This design comes from an exercise in tuning for small area, a short achievable clock period and few clock cycles per item on the open sky130 flow, not from production work. Where RTL was checked, it was by simulation tests only, not by an equivalence proof against the original. No activity file was given, so power comes from the tool's default toggle rates.

==> trial 43: inputs <==
Design cache_controller, start of the top module:
module cache_controller(
    input  logic         clk,
    input  logic         rst_n,
    input  logic         read_req,      
    input  logic         write_req,     
    input  logic         cache_flush,   
    input  logic [31:0]  p_addr,        
    output logic [31:0]  m_addr,        
    input  logic [31:0]  p_w_data,      
    output logic [31:0]  p_r_data,      
    input  logic [127:0] m_r_data,      
    output logic [127:0] m_w_data,      
    input  logic         main_mem_ack,  
    output logic         mem_write,     
    output logic         mem_read,      
    output logic         stall,         
    output logic         p_ready        
);
==> module cache_controller, before the edit <==
module cache_controller(
    input  logic         clk,
    input  logic         rst_n,
    input  logic         read_req,      
    input  logic         write_req,     
    input  logic         cache_flush,   
    input  logic [31:0]  p_addr,        
    output logic [31:0]  m_addr,        
    input  logic [31:0]  p_w_data,      
    output logic [31:0]  p_r_data,      
    input  logic [127:0] m_r_data,      
    output logic [127:0] m_w_data,      
    input  logic         main_mem_ack,  
    output logic         mem_write,     
    output logic         mem_read,      
    output logic         stall,         
    output logic         p_ready        
);
    logic [127:0] line;     
    logic [27:0]  tag;      
    logic         valid;
    logic         dirty;
    logic         hit_r;    
    logic         rd_r;     
    logic         wr_r;     
    logic         fl_r;     
    logic [3:0]   ws_r;     
    logic         rw, idle, hit, fill_done;
    logic [3:0]   word;     
    logic [3:0]   wsel;     
    logic [3:0]   fsel;     
    logic [3:0]   hold;     
    logic [127:0] line_d;
    assign rw   = read_req | write_req;
    assign idle = !hit_r && !rd_r && !wr_r;
    assign hit  = valid && (tag == p_addr[31:4]);
    assign fill_done = rd_r && main_mem_ack;
    assign mem_write = wr_r;
    assign mem_read  = rd_r;
    assign m_addr    = {(wr_r ? tag : p_addr[31:4]), 4'b0000};
    assign m_w_data  = line;
    assign p_ready = hit_r || (main_mem_ack && (rd_r || fl_r)) || (cache_flush && idle && !dirty);
    assign stall   = (read_req | write_req | cache_flush) & ~p_ready;
    always_comb begin
        p_r_data = 32'd0;
        for (int k = 0; k < 4; k++)
            p_r_data = p_r_data
                     | ({32{ws_r[k] &  rd_r}} & m_r_data[32*k +: 32])
                     | ({32{ws_r[k] & ~rd_r}} & line[32*k +: 32]);
    end
    always_comb begin
        for (int k = 0; k < 4; k++) begin
            word[k] = (p_addr[3:2] == 2'(k));
            wsel[k] = write_req && word[k] && ((idle && hit) || fill_done);
            fsel[k] = fill_done && !wsel[k];
            hold[k] = !wsel[k] && !fill_done;
            line_d[32*k +: 32] = ({32{hold[k]}} & line[32*k +: 32])
                               | ({32{wsel[k]}} & p_w_data)
                               | ({32{fsel[k]}} & m_r_data[32*k +: 32]);
        end
    end
    always_ff @(posedge clk) begin
        line <= line_d;
        if (fill_done)
            tag <= p_addr[31:4];
        if (idle)
            ws_r <= word;
    end
    always_ff @(posedge clk or negedge rst_n) begin
        if (!rst_n) begin
            valid <= 1'b0;
            dirty <= 1'b0;
            hit_r <= 1'b0;
            rd_r  <= 1'b0;
            wr_r  <= 1'b0;
            fl_r  <= 1'b0;
        end else begin
            hit_r <= 1'b0;
            if (idle) begin
                if (rw) begin
                    if (hit) begin
                        hit_r <= 1'b1;
                        if (write_req)
                            dirty <= 1'b1;
                    end else if (dirty) begin
                        wr_r <= 1'b1;
                    end else begin
                        rd_r <= 1'b1;
                    end
                end else if (cache_flush && dirty) begin
                    wr_r <= 1'b1;
                    fl_r <= 1'b1;
                end
            end
            if (wr_r && main_mem_ack) begin
                wr_r  <= 1'b0;
                fl_r  <= 1'b0;
                dirty <= 1'b0;
                rd_r  <= !fl_r;
            end
            if (fill_done) begin
                rd_r  <= 1'b0;
                valid <= 1'b1;
                dirty <= write_req;
            end
        end
    end
endmodule
clock: 6.0 ns
lec_check: 0
cap_margin: 20
core_margin: 2
core_utilization: 40
setup_slack_margin: 2.8
slew_margin: 20
standard.sh (not shown) runs the stock make flow with config.mk's settings and CLKGATE_MAP_FILE= SYNTH_SCRIPT=/design/flow/synth_recipe.tcl, a recipe that flattens the netlist after the stock synthesis.
==> flow/flow/run.sh <==
#!/bin/bash
# Standard layout, with plain buffers on the ports.
cp standard.sh standard_sh_copy.txt
export BUFFER_PORTS_ARGS="-buffer_cell sky130_fd_sc_hd__buf_2"
bash standard.sh > standard.log 2>&1
==> build 21: changes against trial 43 <==
==> flow/design.v (replaced) <==
module cache_controller(
    input  logic         clk,
    input  logic         rst_n,
    input  logic         read_req,      
    input  logic         write_req,     
    input  logic         cache_flush,   
    input  logic [31:0]  p_addr,        
    output logic [31:0]  m_addr,        
    input  logic [31:0]  p_w_data,      
    output logic [31:0]  p_r_data,      
    input  logic [127:0] m_r_data,      
    output logic [127:0] m_w_data,      
    input  logic         main_mem_ack,  
    output logic         mem_write,     
    output logic         mem_read,      
    output logic         stall,         
    output logic         p_ready        
);
    localparam PB = 3;      
    logic [127:0] line;     
    logic [27:0]  tag;      
    logic         valid;
    logic         dirty;
    logic         cont_r;   
    logic         match_r;  
    logic         rd_r;     
    logic         wr_r;     
    logic [3:0]   selm_r;   
    logic [3:0]   sell_r;   
    logic         rw, hit, miss, fill_done, wb_done;
    logic [3:0]   word;     
    logic [3:0]   wsel;     
    logic [3:0]   fsel;     
    logic [3:0]   hold;     
    logic [127:0] line_d;
    assign rw   = read_req | write_req;
    assign hit  = cont_r && match_r;
    assign miss = !(valid && (tag[PB-1:0] == p_addr[PB+3:4])) || (cont_r && !match_r);
    assign fill_done = rd_r && main_mem_ack;
    assign wb_done   = wr_r && main_mem_ack;
    assign mem_write = dirty && ((rw && miss) || cache_flush);
    assign mem_read  = rw && !dirty && miss;
    assign m_addr    = {(dirty ? tag : p_addr[31:4]), 4'b0000};
    assign m_w_data  = line;
    assign p_ready = (rw && hit) || fill_done || (cache_flush && (!dirty || wb_done));
    assign stall   = (read_req | write_req | cache_flush) & ~p_ready;
    always_comb begin
        p_r_data = 32'd0;
        for (int k = 0; k < 4; k++)
            p_r_data = p_r_data
                     | ({32{selm_r[k]}} & m_r_data[32*k +: 32])
                     | ({32{sell_r[k]}} & line[32*k +: 32]);
    end
    always_comb begin
        for (int k = 0; k < 4; k++) begin
            word[k] = (p_addr[3:2] == 2'(k));
            wsel[k] = write_req && word[k] && (hit || fill_done);
            fsel[k] = fill_done && !wsel[k];
            hold[k] = !wsel[k] && !fill_done;
            line_d[32*k +: 32] = ({32{hold[k]}} & line[32*k +: 32])
                               | ({32{wsel[k]}} & p_w_data)
                               | ({32{fsel[k]}} & m_r_data[32*k +: 32]);
        end
    end
    always_ff @(posedge clk) begin
        line    <= line_d;
        match_r <= valid && (tag == p_addr[31:4]);
        selm_r  <= word & {4{mem_read && !main_mem_ack}};
        sell_r  <= word & {4{!(mem_read && !main_mem_ack)}};
        if (fill_done)
            tag <= p_addr[31:4];
    end
    always_ff @(posedge clk or negedge rst_n) begin
        if (!rst_n) begin
            valid  <= 1'b0;
            dirty  <= 1'b0;
            cont_r <= 1'b0;
            rd_r   <= 1'b0;
            wr_r   <= 1'b0;
        end else begin
            cont_r <= stall;
            rd_r   <= mem_read && !main_mem_ack;
            wr_r   <= mem_write && !main_mem_ack;
            if (fill_done)
                valid <= 1'b1;
            if (wb_done)
                dirty <= 1'b0;
            else if (write_req && (hit || fill_done))
                dirty <= 1'b1;
        end
    end
endmodule
--- a/flow/config.mk
+++ b/flow/config.mk
@@ -10,3 +10,3 @@
 export CORE_UTILIZATION = 40
-export SETUP_SLACK_MARGIN = 2.8
+export SETUP_SLACK_MARGIN = 2.5
 export SLEW_MARGIN = 20
==> flow_summary_export.csv <==
group,metric,value,unit
pwr,p_per_area,574.3,nW/µm²
final_layout,nMultiInputCombCells,552,
placed_design,routabilityCongestion,0.8429,
pwr,p_clk,1.06,mW
worst_setup_path,crit_family,"compound AO/OA/AOI/OAI gates",
cts,clock-sinks,166,
outcome,status,"no timing/DRC/antenna violations",
drt,viasPerCell,6.321,
(the above is from trial 43)
==> flow_summary_export.csv <==
group,metric,value,unit
drt,viasPerCell,5.739,
outcome,status,"no timing/DRC/antenna violations",
floorplan,core,20820,µm²
final_layout,drive_above_1_share,0.3868,
placed_design,routabilityCongestion,0.8628,
synthesis,synth-edff-count,28,
worst_setup_path,crit_family,"simple AND/OR/NAND/NOR gates",
pwr,p_per_area,490.1,nW/µm²
final_layout,nMultiInputCombCells,621,
(the above is from build 21)
Testbench counts of build 21, summed over its fixed seeds: cycles 67,648, items 12,008.
Only the layout flow was run in trial 43; the RTL was not checked for function there.

==> port drivers added, routing unchanged <==
How much do the figures lean on ideal ports? The routed layouts below were timed once more, with nothing changed but the port constraints.
Step 1 (the two cells are an assumption about what drives the block):
set clk [get_ports {clk}]
set_driving_cell -lib_cell sky130_fd_sc_hd__clkbuf_16 $clk
set_driving_cell -lib_cell sky130_fd_sc_hd__buf_2 [delete_from_list [all_inputs] $clk]
Step 2 also shifts input and output timing later by t, the mid clock arrival at the registers, as if the neighbouring blocks saw the same clock.
a / b / c = ideal / step 1 / step 2; a / b = the first two.
| run | shift t [ns] | setup slack, ns | slew at the worst register clock pin (ns) | worst slew at a driven data input, ns |
|---|---|---|---|---|
| trial 43 | 0.480 | 2.666 / 2.609 / 2.459 | 0.07 / 0.07 | 0.08 |
| build 21 | 0.468 | 2.612 / 2.594 / 2.594 | 0.08 / 0.08 | 0.08 |
After both steps setup and hold are still met in every run listed. For trial 43, which loses most, drivers alone change the setup slack by -0.057 ns; drivers and shift together by -0.207 ns.
